Context: an optimization exercise on an open-source flow, tuned for small area. The choices shown serve that exercise and are no tape-out recipe. Only simulation tests tie the RTL to the original design; equivalence was not proved. Power is estimated from default activity; no workload was simulated.

`design/flow/design.v`:
```
`timescale 1ns / 1ps
module parking_meter(
	input add1,
	input add2,
	input add3,
	input add4,
	input rst1,
	input rst2,
	input clk,
	input rst,
	output [6:0] led_seg,
	output a1,
	output a2,
	output a3,
	output a4,
	output [3:0] val1,
	output [3:0] val2,
	output [3:0] val3,
	output [3:0] val4
   );
	reg clk_div_100_reg;
	reg [13:0] bin_time;
	reg [1:0] flash;
	wire clk_div_100;
	reg [6:0] counter;
	always @(posedge clk) begin
		if (rst) begin
			counter <= 7'b000_0000;
			clk_div_100_reg <= 0;
		end
		else begin
			if (counter == 7'b110_0010) begin
				clk_div_100_reg <= ~clk_div_100_reg;
				counter <= counter + 1'b1;
			end
			else if (counter == 7'b110_0011) begin
				counter <= 7'b000_0000;
				clk_div_100_reg <= ~clk_div_100_reg;
			end
			else
				counter <= counter + 1'b1;
		end
	end
	assign clk_div_100 = clk_div_100_reg;
	always @(posedge clk) begin
		if (rst)
			bin_time <= 0;
		else if (rst1)
			bin_time <= 16;
		else if (rst2)
			bin_time <= 150;
		else if (add1) begin
			if (9999-bin_time >= 60)
				bin_time <= bin_time + 60;
			else
				bin_time <= 9999;
		end
		else if (add2) begin
			if (9999-bin_time >= 120)
				bin_time <= bin_time + 120;
			else
				bin_time <= 9999;
		end
		else if (add3) begin
			if (9999-bin_time >= 180)
				bin_time <= bin_time + 180;
			else
				bin_time <= 9999;
		end
		else if (add4) begin
			if (9999-bin_time >= 300)
				bin_time <= bin_time + 300;
			else
				bin_time <= 9999;
		end
		else if (clk_div_100) begin
			if (bin_time != 0)
				bin_time <= bin_time - 1;
		end
	end
	always @(*) begin
		if (bin_time == 0)
			flash = 2'b01;
		else if (bin_time <= 180)
			flash = 2'b10;
		else
			flash = 2'b00;
	end
	reg [6:0] count;
	reg off;
	always @(posedge clk) begin
		if (rst) begin
			count <= 7'b000_0000;
			off <= 0;
		end
		else if (flash == 2'b00)
			off <= 0;
		else if (flash == 2'b01) begin
			if (count == 7'b011_0001) begin
				off <= ~off;
				count <= 7'b000_0000;
			end
			else
				count <= count + 1;
		end
		else if (flash == 2'b10)
			off <= 0;
	end
	BCDencoder bcd_test(.bin_time(bin_time), .val1(val1), .val2(val2), .val3(val3), .val4(val4));
	sevenseg led_test(.bin_time(bin_time), .clk(clk), .rst(rst), .off(off), .flash(flash), .clk_div_100(clk_div_100),
							.dig1(val1), .dig2(val2), .dig3(val3), .dig4(val4), .a1(a1), .a2(a2), .a3(a3), .a4(a4), 
							.led_seg(led_seg));
endmodule
module BCDencoder(
	input [13:0] bin_time,
	output [3:0] val1,
	output [3:0] val2,
	output [3:0] val3,
	output [3:0] val4
	);
	assign val1 = bin_time % 10;
	assign val2 = (bin_time/10) % 10;
	assign val3 = (bin_time/100) % 10;
	assign val4 = (bin_time/1000) % 10;
endmodule
module sevenseg(
	input [13:0] bin_time,
	input clk,
	input rst,
	input off,
	input [1:0] flash,
	input clk_div_100,
	input [3:0] dig1,
	input [3:0] dig2,
	input [3:0] dig3,
	input [3:0] dig4,
	output a1,
	output a2,
	output a3,
	output a4,
	output [6:0] led_seg
	);
	reg a1_reg;
	reg a2_reg;
	reg a3_reg;
	reg a4_reg;
	reg [6:0] led_seg_reg;
	function [6:0] ledsegdisplay;
		input [4:0] digit;
		begin
			case (digit)
			0: ledsegdisplay = 7'b000_0001;
			1: ledsegdisplay = 7'b100_1111;
			2: ledsegdisplay = 7'b001_0010;
			3: ledsegdisplay = 7'b000_0110;
			4: ledsegdisplay = 7'b100_1100;
			5: ledsegdisplay = 7'b010_0100;
			6: ledsegdisplay = 7'b010_0000;
			7: ledsegdisplay = 7'b000_1111;
			8: ledsegdisplay = 7'b000_0000;
			9: ledsegdisplay = 7'b000_0100;
			endcase
		end
	endfunction
	reg [1:0] counter;
	always @(posedge clk) begin
		if (rst) begin
			counter <= 0;
		end
		else
			counter <= counter + 1;
	end
	always @(*) begin
		case (counter)
		0: begin a1_reg = 0; a2_reg = 1; a3_reg = 1; a4_reg = 1; end
		1: begin a1_reg = 1; a2_reg = 0; a3_reg = 1; a4_reg = 1; end
		2: begin a1_reg = 1; a2_reg = 1; a3_reg = 0; a4_reg = 1; end
		default: begin a1_reg = 1; a2_reg = 1; a3_reg = 1; a4_reg = 0; end
		endcase
	end
	always @(*) begin
		if (off)
			led_seg_reg = 7'b111_1111;
		else if (flash == 2'b10) begin
			if ((bin_time % 2) == 1)
				led_seg_reg = 7'b111_1111;
			else begin
				case (counter)
			0: begin
				led_seg_reg = ledsegdisplay(dig1);
				end
			1: begin
				led_seg_reg = ledsegdisplay(dig2);
				end
			2: begin
				led_seg_reg = ledsegdisplay(dig3);
				end
			3: begin
				led_seg_reg = ledsegdisplay(dig4);
				end
			endcase
			end
		end
		else begin
			case (counter)
			0: begin
				led_seg_reg = ledsegdisplay(dig1);
				end
			1: begin
				led_seg_reg = ledsegdisplay(dig2);
				end
			2: begin
				led_seg_reg = ledsegdisplay(dig3);
				end
			3: begin
				led_seg_reg = ledsegdisplay(dig4);
				end
			endcase
		end
	end
	assign a1 = a1_reg;
	assign a2 = a2_reg;
	assign a3 = a3_reg;
	assign a4 = a4_reg;
	assign led_seg = led_seg_reg;
endmodule
```
`design/flow/run.sh`:
```
#!/bin/bash
# synth_recipe.tcl (not shown) runs the flow's synth.tcl, then flattens the netlist and writes it again
# the make line also repeats each setting of config.mk as NAME=value (left out here)
make -C /OpenROAD-flow-scripts/flow DESIGN_CONFIG=/design/flow/config.mk WORK_HOME=/design/flow/orfs CLKGATE_MAP_FILE= SYNTH_SCRIPT=/design/flow/synth_recipe.tcl finish
```
`design/flow/config.mk`:
```
export PLATFORM = sky130hd
export DESIGN_NAME = parking_meter
export DESIGN_NICKNAME = parking_meter
export VERILOG_FILES = /design/flow/design.v
export SDC_FILE = /design/flow/constraint.sdc
export NUM_CORES = 4
export LEC_CHECK = 0
export ABC_AREA = 1
export CAP_MARGIN = 20
export CORE_MARGIN = 2
export CORE_UTILIZATION = 40
export SLEW_MARGIN = 20
```
`design/flow/constraint.sdc`:
```
create_clock -name core_clock -period 20.0 [get_ports {clk}]
set_input_delay 4.0000 -clock core_clock [delete_from_list [all_inputs] [get_ports {clk}]]
set_output_delay 4.0000 -clock core_clock [all_outputs]
set_load 0.01 [all_outputs]
```
==> results of run 1 <==
## cell type report
class / instances / share of cell area
well taps: 324 / 0.0379
inverters: 285 / 0.100
clock buffers: 5 / 0.0117
flip-flops and latches: 32 / 0.0599
repair buffers: 41 / 0.0368
clock inverters: 3 / 0.00398
multi-input cells: 1525 / 0.750
## routing by layer
layer,track usage,vias to the layer above,wire [um]
met1,0.312,5299,14300
li1,-,6142,-
met4,0.0575,0,605
met3,0.0150,37,1410
met5,0,-,0
met2,0.391,288,13800
## layout by cell type (no fill, tap or decap), types with 6 or more instances in the layout
| cell | Yosys | final |
|---|---|---|
| nand2_1 | 555 | 555 |
| nand3_2 | 20 | 20 |
| or2_2 | 6 | 6 |
| o21ai_1 | 15 | 15 |
| nand3_1 | 185 | 185 |
| a21oi_1 | 63 | 63 |
| clkinv_1 | 11 | 11 |
| o21ai_0 | 86 | 86 |
| nor2_4 | 10 | 10 |
| nand3b_1 | 12 | 12 |
| clkdlybuf4s50_1 | 0 | 34 |
| inv_1 | 242 | 242 |
| nand4_1 | 60 | 60 |
| ha_1 | 39 | 39 |
| a31oi_1 | 12 | 12 |
| buf_4 | 5 | 7 |
| dfxtp_1 | 32 | 32 |
| xnor2_1 | 11 | 11 |
| nor3_1 | 15 | 15 |
| o211ai_1 | 10 | 10 |
| xor2_1 | 65 | 65 |
| nor2_2 | 19 | 19 |
| nor2_1 | 207 | 207 |
| nand2_2 | 46 | 46 |
| inv_2 | 32 | 32 |
## power groups by stage
stage	Sequential [uW]	Clock (uW)	Combinational, uW
global route	71.0	93.9	1320
detailed placement	71.7	0	1140
CTS	70.4	92.3	1150
finish	70.4	91.0	1160
global placement	71.7	0	1140
floorplan	70.2	0	901
## final timing paths
path                   startpoint              end  slack [ns]  cells past startpoint
setup / recovery     bin_time[12]       led_seg[3]        4.89                     53
hold / removal    clk_div_100_reg  clk_div_100_reg        0.45                      1
setup reg to reg      bin_time[2]      bin_time[2]       16.27                     11
hold reg to reg   clk_div_100_reg  clk_div_100_reg        0.45                      1
## logic make-up (layout without fill, tap and decap cells)
family / Yosys count / in the layout / synth area share
flip-flops: 32 / 32 / 0.0638
buffers and inverters: 333 / 334 / 0.138
XOR/XNOR: 77 / 77 / 0.0679
adder cells (fa/ha/maj): 39 / 39 / 0.0486
AO/OA/AOI/OAI: 245 / 245 / 0.145
AND/OR/NAND/NOR: 1164 / 1164 / 0.537
## cells in the mapped netlist, types with 5 or more instances
master | number | area (um^2)
nand2_1 | 555 | 2080
inv_1 | 242 | 908
nor2_1 | 207 | 777
nand3_1 | 185 | 926
o21ai_0 | 86 | 430
xor2_1 | 65 | 569
a21oi_1 | 63 | 315
nand4_1 | 60 | 375
nand2_2 | 46 | 288
ha_1 | 39 | 488
dfxtp_1 | 32 | 641
inv_2 | 32 | 120
clkbuf_1 | 20 | 75.1
nand3_2 | 20 | 200
nor2_2 | 19 | 119
nor3_1 | 15 | 75.1
o21ai_1 | 15 | 75.1
a31oi_1 | 12 | 75.1
nand3b_1 | 12 | 90.1
clkinv_1 | 11 | 41.3
xnor2_1 | 11 | 96.3
buf_6 | 10 | 113
nor2_4 | 10 | 113
o211ai_1 | 10 | 75.1
buf_2 | 6 | 30.0
or2_2 | 6 | 37.5
a211oi_1 | 5 | 37.5
a221oi_1 | 5 | 43.8
buf_4 | 5 | 37.5
nand2_4 | 5 | 56.3
nand3_4 | 5 | 87.6
nor4_1 | 5 | 31.3
o221ai_1 | 5 | 43.8
o22ai_1 | 5 | 31.3
o31ai_1 | 5 | 37.5
## worst max-delay path, delay by kind of cell, from the launching register on
family	cells	cell delay [ns]
flip-flops	1	0.67
adder cells (fa/ha/maj)	1	0.19
AO/OA/AOI/OAI	1	0.23
buffers and inverters	4	1.02
AND/OR/NAND/NOR	47	8.66
## through the flow
step           setup slack [ns]  power, uW  hold slack (ns)  area [um^2]  instances
6_report                   4.89       1320            0.452        10700       2215
3_3_place_gp               5.54       1210            0.439        10500       2207
5_1_grt                    3.62       1480            0.481        10700       2215
2_1_floorplan              9.35        972            0.422        10000       1890
3_5_place_dp               5.28       1210            0.445        10500       2207
4_1_cts                    4.91       1310            0.452        10700       2215
==> reports/metrics.cfg, run 1 <==
[final_layout]
regArea_um2 = 641
final_util = 0.437
drive_gt1_frac = 0.0910
diodes = 0
top_register = bin_time
syn_to_final_growth_pct = 6.45
nFillCells = 2732
largest_reg_flops = 14
multiInputGateArea_mm2 = 0.00801
top_regs = bin_time (14), count (7), counter (7)
nNetsFinal = 1937

[setup_path]
worst_path_max_delay_cell = nand3b_2
slowest_delay_ns = 0.75
crit_top_cell = nand2_1
cp.required_ns = 16.00
end_kind = output pin
cp.arrival_ns = 11.11
worstSetupPathType = reg -> out
crit_fanout = 39
start_kind = flop

[yosys]
syn_inst = 1890
yosysSeqAreaShare = 0.0638
ys.warnings.count = 2
synth-async-reset-ratio = 0
ys.flop_type = dfxtp_1
mappedNetlistArea_mm2 = 0.0100
yosys.cell_types.count = 66
synth.avg_cell_area_um2 = 5.31
syn_nets = 1937
synth_edf_count = 0
ys_ff_latch = 32

[floorplan]
dieArea_mm2 = 0.0264
io_pins = 35
rows = 57
start_util = 0.411
core_mm2 = 0.0245
die-width_um = 162
die_h_um = 162

[timing]
min_period_ns = 15.11
drv_slew = 0
tightest_slew_ns = 1.03
clock_skew_ns = 0.0112
setup_viol = 0
finalHoldViolations = 0
rsz0062_at_grt = no
setup_tns_ns = 0
fin_crit_sh = 0.755
fmax_ghz = 0.0662
max-slew-margin-rel = 0.306

[routing]
ant_nets = 0
dr.pass1.iters = 5
dr_total_vias = 11800
wl_per_cell_um = 13.6
finalWirelength_um = 30200
viasPerCell = 5.31
drc_errors = 0
drt_iter0_markers = 873

[clock_network]
clk_latency_ns = 0.29
cts_made_buffers = 5
cts_buffer_depth = 2
cts_tree = yes
cts_resized = 0
postCtsHoldBufs = 0
post_cts_buffers = 0
cts-root-buf = clkbuf_16
htreeDepth = 2
cts.reportedPaths.clkPinSlew_ns = 0.06
cts.sinks = 32

[place]
io_buffers = 34
hpwlAfterDp_um = 23900
gp_congestion = 0.944

[pwr]
cellInternalPower_uw = 509
switching_share = 0.615
powerDensity_mw_per_mm2 = 124
seq_power_share = 0.053
ir_drop_uv = 104
power_frac_clock = 0.069
p_leak_uw = 0.00589
p_comb_frac = 0.878
p_switching_uw = 814

[hold_path]
hold_path.class = reg -> reg

[global_routing]
first_global_vias = 10700
grt_max_degree = 40
overflow = 0
grt_pass1_wl_um = 50800
gr-usage-all-layers = 0.228
antenna_found_initial = 0

[run]
cap_violations = 0

[outcome]
status = finished clean

==> inputs of run 2 (changes only) <==
==> design/flow/design.v (replaced) <==
module parking_meter(
	input add1,
	input add2,
	input add3,
	input add4,
	input rst1,
	input rst2,
	input clk,
	input rst,
	output [6:0] led_seg,
	output a1,
	output a2,
	output a3,
	output a4,
	output [3:0] val1,
	output [3:0] val2,
	output [3:0] val3,
	output [3:0] val4
);
	reg [6:0] div;
	wire tick = div[6] & div[5] & div[1] & div[0];	 
	always @(posedge clk)
		if (rst | tick)
			div <= 7'd0;
		else
			div <= div + 1'b1;
	reg [3:0] d0, d1, d2, d3;
	wire zero = ~|{d3, d2, d1, d0};
	wire add = add1 | add2 | add3 | add4;
	wire [3:0] at = add1 ? 4'd6 : add2 ? 4'd2 : add3 ? 4'd8 : 4'd0;
	wire [1:0] ah = add1 ? 2'd0 : (add2 | add3) ? 2'd1 : 2'd3;
	wire [4:0] s1 = d1 + at;
	wire c1 = s1 >= 5'd10;
	wire [3:0] t1 = c1 ? s1 - 5'd10 : s1;
	wire [4:0] s2 = d2 + ah + c1;
	wire c2 = s2 >= 5'd10;
	wire [3:0] t2 = c2 ? s2 - 5'd10 : s2;
	wire ovf = c2 & (d3 == 4'd9);
	wire [3:0] t3 = d3 + c2;
	wire b0 = d0 == 4'd0;
	wire b1 = b0 & (d1 == 4'd0);
	wire b2 = b1 & (d2 == 4'd0);
	wire [3:0] m0 = b0 ? 4'd9 : d0 - 1'b1;
	wire [3:0] m1 = !b0 ? d1 : (d1 == 4'd0) ? 4'd9 : d1 - 1'b1;
	wire [3:0] m2 = !b1 ? d2 : (d2 == 4'd0) ? 4'd9 : d2 - 1'b1;
	wire [3:0] m3 = !b2 ? d3 : d3 - 1'b1;
	always @(posedge clk)
		if (rst)
			{d3, d2, d1, d0} <= 16'h0000;
		else if (rst1)
			{d3, d2, d1, d0} <= 16'h0016;
		else if (rst2)
			{d3, d2, d1, d0} <= 16'h0150;
		else if (add) begin
			if (ovf)
				{d3, d2, d1, d0} <= 16'h9999;
			else
				{d3, d2, d1} <= {t3, t2, t1};
		end
		else if (tick & !zero)
			{d3, d2, d1, d0} <= {m3, m2, m1, m0};
	wire le180 = (d3 == 4'd0) & ((d2 == 4'd0) |
		((d2 == 4'd1) & (!d1[3] | (!d1[0] & (d0 == 4'd0)))));
	reg [5:0] bc;
	reg off;
	always @(posedge clk)
		if (rst) begin
			bc <= 6'd0;
			off <= 1'b0;
		end
		else if (!zero)
			off <= 1'b0;
		else if (bc[5] & bc[4] & bc[0]) begin	 
			bc <= 6'd0;
			off <= ~off;
		end
		else
			bc <= bc + 1'b1;
	wire [1:0] scan = div[1:0];
	assign a1 = scan != 2'd0;
	assign a2 = scan != 2'd1;
	assign a3 = scan != 2'd2;
	assign a4 = scan != 2'd3;
	reg [3:0] dig;
	always @(*)
		case (scan)
		2'd0: dig = d0;
		2'd1: dig = d1;
		2'd2: dig = d2;
		default: dig = d3;
		endcase
	reg [6:0] seg;
	always @(*)
		case (dig)
		4'd0: seg = 7'b000_0001;
		4'd1: seg = 7'b100_1111;
		4'd2: seg = 7'b001_0010;
		4'd3: seg = 7'b000_0110;
		4'd4: seg = 7'b100_1100;
		4'd5: seg = 7'b010_0100;
		4'd6: seg = 7'b010_0000;
		4'd7: seg = 7'b000_1111;
		default: seg = dig[0] ? 7'b000_0100 : 7'b000_0000;	 
		endcase
	assign led_seg = (off | (le180 & d0[0])) ? 7'b111_1111 : seg;
	assign val1 = d0;
	assign val2 = d1;
	assign val3 = d2;
	assign val4 = d3;
endmodule
==> run 2 against run 1 <==
Via count decreased by 80%. Fmax increased by 86%. Critical endpoint is now d3[3]. Worst hold slack improved by 0.035 ns. Final cell count decreased by 79%. Still clean on timing, DRC and antenna. Clock skew decreased by 0.0055 ns. Highest routed layer unchanged.
==> reports/metrics.cfg, run 2 <==
[outcome]
status = finished clean

[yosys]
yosys.cell_types.count = 38
synth_area_leaders = dfxtp_1 24%, nand2_1 11%, ha_1 8.6%
yosysSeqAreaShare = 0.242
synthAdderAreaFrac = 0.110
mappedNetlistArea_mm2 = 0.00248
yosysTopAreaCellShare = 0.242
synth.most_common_cell = nand2_1
muxShareOfSynthArea = 0
syn_nets = 389
synth.avg_cell_area_um2 = 6.88
synth-compound-area-share = 0.161
ys.warnings.count = 1
synth_top_cell_by_area = dfxtp_1
ys_ff_latch = 30
synth-simple-area-share = 0.341
synth-async-reset-ratio = 0
syn_inst = 361
synth_edf_count = 0
synth_commonest_cells = 72 x nand2_1, 48 x inv_1, 45 x nor2_1
ys.flop_type = dfxtp_1
synth_xor_area_frac = 0.0494
synth_top_family_by_area = simple AND/OR/NAND/NOR gates

[setup_path]
start_kind = input port
worstSetupPathType = in -> reg
cp.depth = 27
cp.required_ns = 20.23
crit_top_cell = nand2_1
slowest_delay_ns = 0.53
end_kind = flop
cp.arrival_ns = 8.34
regToRegSetupSlack_ns = 15.87
path_delay_family = adder cells
crit_fanout = 5
reg2reg_from = d1[1]
r2r-end = d3[3]
crit_buf_inv = 6
worst_path_max_delay_cell = clkdlybuf4s50_1
reg2regPathDepth = 24

[clock_network]
cts.reportedPaths.clkPinSlew_ns = 0.07
cts_buffer_depth = 2
postCtsHoldBufs = 0
htreeDepth = 2
cts-root-buf = clkbuf_8
cts.sinks = 30
cts_resized = 0
clk_latency_ns = 0.29
cts_made_buffers = 5
cts_tree = yes
post_cts_buffers = 0

[timing]
fmax_ghz = 0.123
drv_slew = 0
tightest_slew_ns = 0.781
setup_tns_ns = 0
setup_ws_ns = 11.89
fin_crit_sh = 0.405
holdWs_ns = 0.487
max-slew-margin-rel = 0.477
rsz0062_at_grt = no
clock_skew_ns = 0.00575
min_period_ns = 8.11
setup_viol = 0
finalHoldViolations = 0

[floorplan]
start_util = 0.417
rows = 28
die_h_um = 82.8
dieArea_mm2 = 0.00685
core_mm2 = 0.00596
die-width_um = 82.8
io_pins = 35

[global_routing]
first_global_vias = 2157
overflow = 0
gr-usage-all-layers = 0.196
grt_pass1_wl_um = 10200
antenna_found_initial = 0
grt_max_degree = 14

[final_layout]
largest_reg_flops = 7
syn_to_final_growth_pct = 20.0
top_register = div
diodes = 0
drive_gt1_frac = 0.108
top_regs = div (7), bc (6)
final_common_cell = nand2_1
nNetsFinal = 426
final_cell_mix = 72 x nand2_1, 48 x inv_1, 45 x nor2_1

[routing]
highest_layer = met4
dr_total_vias = 2366
dr_wl_met3_um = 332
finalWirelength_um = 6130
wl_met2_um = 2750
drt_iter0_markers = 133
viasPerCell = 4.99
wl_per_cell_um = 12.9
met1_length_um = 2990
dr.pass1.iters = 4
ant_nets = 0
drc_errors = 0

[run]
cap_violations = 0

[hold_path]
hold_path.class = reg -> reg
holdPathEnd = bc[5]
min-delay-start = bc[5]
holdPathStages = 2

[place]
gp_congestion = 0.841
io_buffers = 34
hpwlAfterDp_um = 4870
place_ws_ns = 11.59

[pwr]
p_leak_uw = 0.00132
ir_drop_uv = 34.6
total_power_uw = 174
powerDensity_mw_per_mm2 = 58.4

run 2: cell types whose count changed after synthesis, sizes merged, moves of 20 or more:
| cell | change |
|---|---|
| nand4 | -59 |
| o21ai | -75 |
| xor2 | -55 |
| nor2 | -182 |
| clkbuf | -23 |
| nand3 | -187 |
| inv | -219 |
| buf | -20 |
| nand2 | -524 |
| ha | -22 |
| a21oi | -44 |
run 2: kinds of logic after synthesis:
kind of cell | after synthesis
flops | 30
compound gates | 66
buf+inv | 59
xor+xnor | 14
simple gates | 172
fa+ha+maj | 20
run 2: worst max path at each step:
stage | startpoint | endpoint | slack, ns
after global placement | add1 | d3[3] | 11.73
after CTS | add1 | d3[3] | 11.89
after detailed placement | add1 | d3[3] | 11.59
after global routing | add1 | d3[3] | 11.58
final | add1 | d3[3] | 11.89
after floorplan | add2 | d3[3] | 12.46
run 2: where the power goes:
group | leakage [uW] | internal [uW] | switching [uW]
clock network | 0.0000472 | 27.6 | 25.2
registers | 0.000244 | 62.1 | 3.61
logic | 0.00103 | 24.0 | 31.4
run 2: final cells by class:
cell class	count	area [um^2]
fillers	609	2980
multi-input cells	272	1640
flip-flops and latches	30	601
repair buffers	34	340
inverters	55	206
well taps	75	93.8
clock buffers	6	82.6
clock inverters	2	12.5
run 2: tightest hold or removal path: stages, from the launching register on:
cell and delay [ns]:
dfxtp_1 0.34, a31oi_1 0.04, nor2_1 0.07
run 2: layer usage:
metal | up-vias | GRT usage
met4 | 0 | 0.0541
met5 | - | 0
met1 | 1067 | 0.271
met3 | 6 | 0.0303
li1 | 1240 | -
met2 | 53 | 0.316
run 2: per-stage QoR:
stage / instance area, um^2 / utilization / cells
final: 2980 / 0.500 / 474
after global routing: 2980 / 0.500 / 474
after CTS: 2980 / 0.500 / 474
after detailed placement: 2880 / 0.484 / 466
after global placement: 2880 / 0.484 / 466
after floorplan: 2480 / - / 361
==> inputs of run 3 (changes only) <==
==> design/flow/flow/run.sh (new file) <==
#!/bin/bash
# Own layout flow: the standard synthesis, then an area-only re-mapping of the
# combinational logic between the (untouched) registers, then the standard
# layout steps with small port buffers and a small clock tree.
set -euo pipefail
W=$(pwd)
R=$W/orfs/results/$FLOW_PLATFORM/parking_meter/base
YOSYS=${YOSYS_EXE:-$FLOW_HOME/../tools/install/yosys/bin/yosys}
[ -x "$YOSYS" ] || YOSYS=yosys

bash standard.sh synth > $W/synth.log 2>&1

cp $R/1_2_yosys.v $W/std_synth.v
sed -e "s#@IN@#$W/std_synth.v#; s#@OUT@#$W/remap.v#; s#@ABC@#$W/flow/area.abc#; s#@LIB@#$FLOW_HOME/platforms/$FLOW_PLATFORM/lib/sky130_fd_sc_hd__tt_025C_1v80.lib#g" \
  flow/remap.ys > $W/remap.ys
$YOSYS -s $W/remap.ys > $W/remap.log 2>&1
cp $W/remap.v $R/1_2_yosys.v

export BUFFER_PORTS_ARGS="-buffer_cell sky130_fd_sc_hd__buf_1"
export CTS_ARGS="-sink_clustering_enable -repair_clock_nets -dont_use_dummy_load -root_buf sky130_fd_sc_hd__clkbuf_4 -buf_list sky130_fd_sc_hd__clkbuf_4 -sink_clustering_size 40 -sink_clustering_max_diameter 200"
bash standard.sh finish > $W/finish.log 2>&1
==> design/flow/flow/area.abc (new file) <==
strash
&get -n
&deepsyn -T 120
&put
dch -f
amap
topo
==> design/flow/flow/remap.ys (new file) <==
read_liberty -ignore_miss_func @LIB@
blackbox sky130_fd_sc_hd__df* sky130_fd_sc_hd__edf* sky130_fd_sc_hd__sdf* sky130_fd_sc_hd__sedf* sky130_fd_sc_hd__dl* sky130_fd_sc_hd__conb*
read_verilog @IN@
hierarchy -top parking_meter
flatten
opt_clean
techmap
opt -fast
abc -liberty @LIB@ -script @ABC@
opt_clean -purge
hilomap -singleton -hicell sky130_fd_sc_hd__conb_1 HI -locell sky130_fd_sc_hd__conb_1 LO
stat -liberty @LIB@
write_verilog -noattr -noexpr @OUT@
==> design/flow/standard.sh (new file) <==
#!/bin/bash
# synth_recipe.tcl (not shown) runs the flow's synth.tcl, then flattens the netlist and writes it again
# the make line also repeats each setting of config.mk as NAME=value (left out here)
make -C /OpenROAD-flow-scripts/flow DESIGN_CONFIG=/design/flow/config.mk WORK_HOME=/design/flow/orfs CLKGATE_MAP_FILE= SYNTH_SCRIPT=/design/flow/synth_recipe.tcl "${@:-finish}"
removed: design/flow/run.sh
==> run 3 against run 2 <==
Total power decreased by 33%. Worst setup slack better by 1.4 ns. Final area down 37%. Combinational power fell by 61%. Clock skew up 0.015 ns. Via count decreased by 22%. Largest cell class unchanged. First-iteration DRC count down 0.75%. Still clean on timing, DRC and antenna.
==> reports/metrics.cfg, run 3 <==
[outcome]
status = finished clean

[clock_network]
cts.reportedPaths.clkPinSlew_ns = 0.08
postCtsHoldBufs = 0
cts_made_buffers = 5
post_cts_buffers = 0
cts-root-buf = clkbuf_4
htreeDepth = 2
cts.sinks = 30
cts_tree = yes
cts_buffer_depth = 2
cts_resized = 0
clk_latency_ns = 0.34

[floorplan]
start_util = 0.415
rows = 23
die-width_um = 68.5
dieArea_mm2 = 0.00469
io_pins = 35
core_mm2 = 0.00400
die_h_um = 68.5

[setup_path]
reg2regPathDepth = 15
end_kind = flop
worstSetupPathType = in -> reg
path_cells = buf_1 -> or3_1 -> nor2_1 -> clkinv_1 -> nor2_1 -> clkinv_1 -> nor2_1 -> clkinv_1 -> nor2_1 -> nand2_1 -> nor2_1 -> nand2_1 -> o21ai_0 -> a21oi_1 -> nor4_1 -> nor3_1
worst_path_max_delay_cell = or3_1
cp.required_ns = 20.20
critPathCapture = d2[0]
r2r-end = d0[1]
crit_fanout = 4
regToRegSetupSlack_ns = 16.65
slowest_delay_ns = 0.40
start_kind = input port
critPathLaunch = add3
reg2reg_from = d1[2]
crit_top_cell = nor2_1
cp.arrival_ns = 6.93

[yosys]
syn_inst = 249
syn_nets = 257
synth.avg_cell_area_um2 = 6.67
ys.warnings.count = 1
mappedNetlistArea_mm2 = 0.00166

[final_layout]
top_register = div
final_util = 0.472
drive_gt1_frac = 0.0174
syn_to_final_growth_pct = 13.7
top_regs = div (7), bc (6)
final_common_cell = nor2_1
nNetsFinal = 298
fin_area_mm2 = 0.00189
diodes = 0
largest_reg_flops = 7
final_cell_mix = 55 x nor2_1, 40 x clkinv_1, 34 x buf_1

[pwr]
p_leak_uw = 0.000674
powerDensity_mw_per_mm2 = 61.6
ir_drop_uv = 40.6

[timing]
tightest_slew_ns = 0.597
rsz0062_at_grt = no
clock_skew_ns = 0.0209
finalHoldViolations = 0
max-slew-margin-rel = 0.598
min_period_ns = 6.73
holdWs_ns = 0.463
setup_viol = 0
setup_tns_ns = 0
drv_slew = 0
fmax_ghz = 0.149
fin_crit_sh = 0.336

[global_routing]
grt_max_degree = 11
antenna_found_initial = 0
overflow = 0
first_global_vias = 1513
gr-usage-all-layers = 0.204
grt_pass1_wl_um = 7080

[routing]
drc_errors = 0
drt_iter0_markers = 132
ant_nets = 0
dr.pass1.iters = 4
viasPerCell = 5.43
dr_total_vias = 1836
finalWirelength_um = 4500
wl_per_cell_um = 13.3

[hold_path]
hold_path.class = reg -> reg

[place]
io_buffers = 34
place_area_mm2 = 0.00185
hpwlAfterDp_um = 3530
gp_congestion = 0.827

[run]
cap_violations = 0

[run 3: through the flow]
step	setup slack (ns)	cells	power [uW]
2_1_floorplan	13.63	249	78.7
3_3_place_gp	12.86	333	85.9
3_5_place_dp	12.97	333	85.6
4_1_cts	13.30	338	116
5_1_grt	12.92	338	122
6_report	13.27	338	116
[run 3: area by class of cell]
type,count,area (um^2)
multi-input combinational,179,911
fill,409,2110
sequential,30,601
timing repair buffer,34,128
clock buffer,5,37.5
inverter,40,150
tap,50,62.6
[run 3: how the worst min path moves through the flow]
stage	cells past startpoint	slack, ns	to	start
finish	1	0.46	div[0]	div[0]
global route	1	0.48	div[0]	div[0]
CTS	1	0.47	div[0]	div[0]
detailed placement	1	0.45	div[0]	div[0]
global placement	1	0.44	div[0]	div[0]
floorplan	1	0.43	div[0]	div[0]
[run 3: worst max-delay path, delay by kind of cell]
family,cells,cell delay (ns)
compound gates,2,0.36
simple gates,10,2.01
buf+inv,4,0.54
[run 3: routing by layer]
metal / track usage / routed length, um
met1: 0.277 / 2160
met2: 0.317 / 2070
met3: 0.0444 / 210
met4: 0.0700 / 63
met5: 0 / 0
[run 3: report_power, final]
part,internal [uW],leakage [uW],total [uW],switching (uW)
registers,61.2,0.000244,62.9,1.67
clock network,11.7,0.0000230,32.1,20.4
logic,7.35,0.000407,21.5,14.1

separate check: timing with driven ports:
How much do the figures lean on ideal ports? The routed layouts below were timed once more, with nothing changed but the port constraints. Step 1, drivers: a clkbuf_16 drives clk and a buf_2 each remaining input, both assumed. Step 2, shift: input delay + t, output delay - t, t = (earliest + latest rising clock arrival at the registers) / 2. This alone moves slack from input paths to output paths. Three values: ideal ports, drivers, drivers and shift; two values: the first two.
run | t, ns | setup slack, ns | worst setup path after step 2 | slew at the worst register clock pin (ns)
run 1 | 0.321 | 4.894 / 4.861 / 5.182 | register to output | 0.06 / 0.06
run 2 | 0.314 | 11.894 / 11.900 / 11.586 | input to register | 0.07 / 0.07
run 3 | 0.357 | 13.271 / 13.271 / 12.914 | input to register | 0.11 / 0.11
After both steps every run listed still meets setup and hold. The setup slack of run 3, which loses most, moves by 0.000 ns with the drivers and by -0.357 ns with both steps.
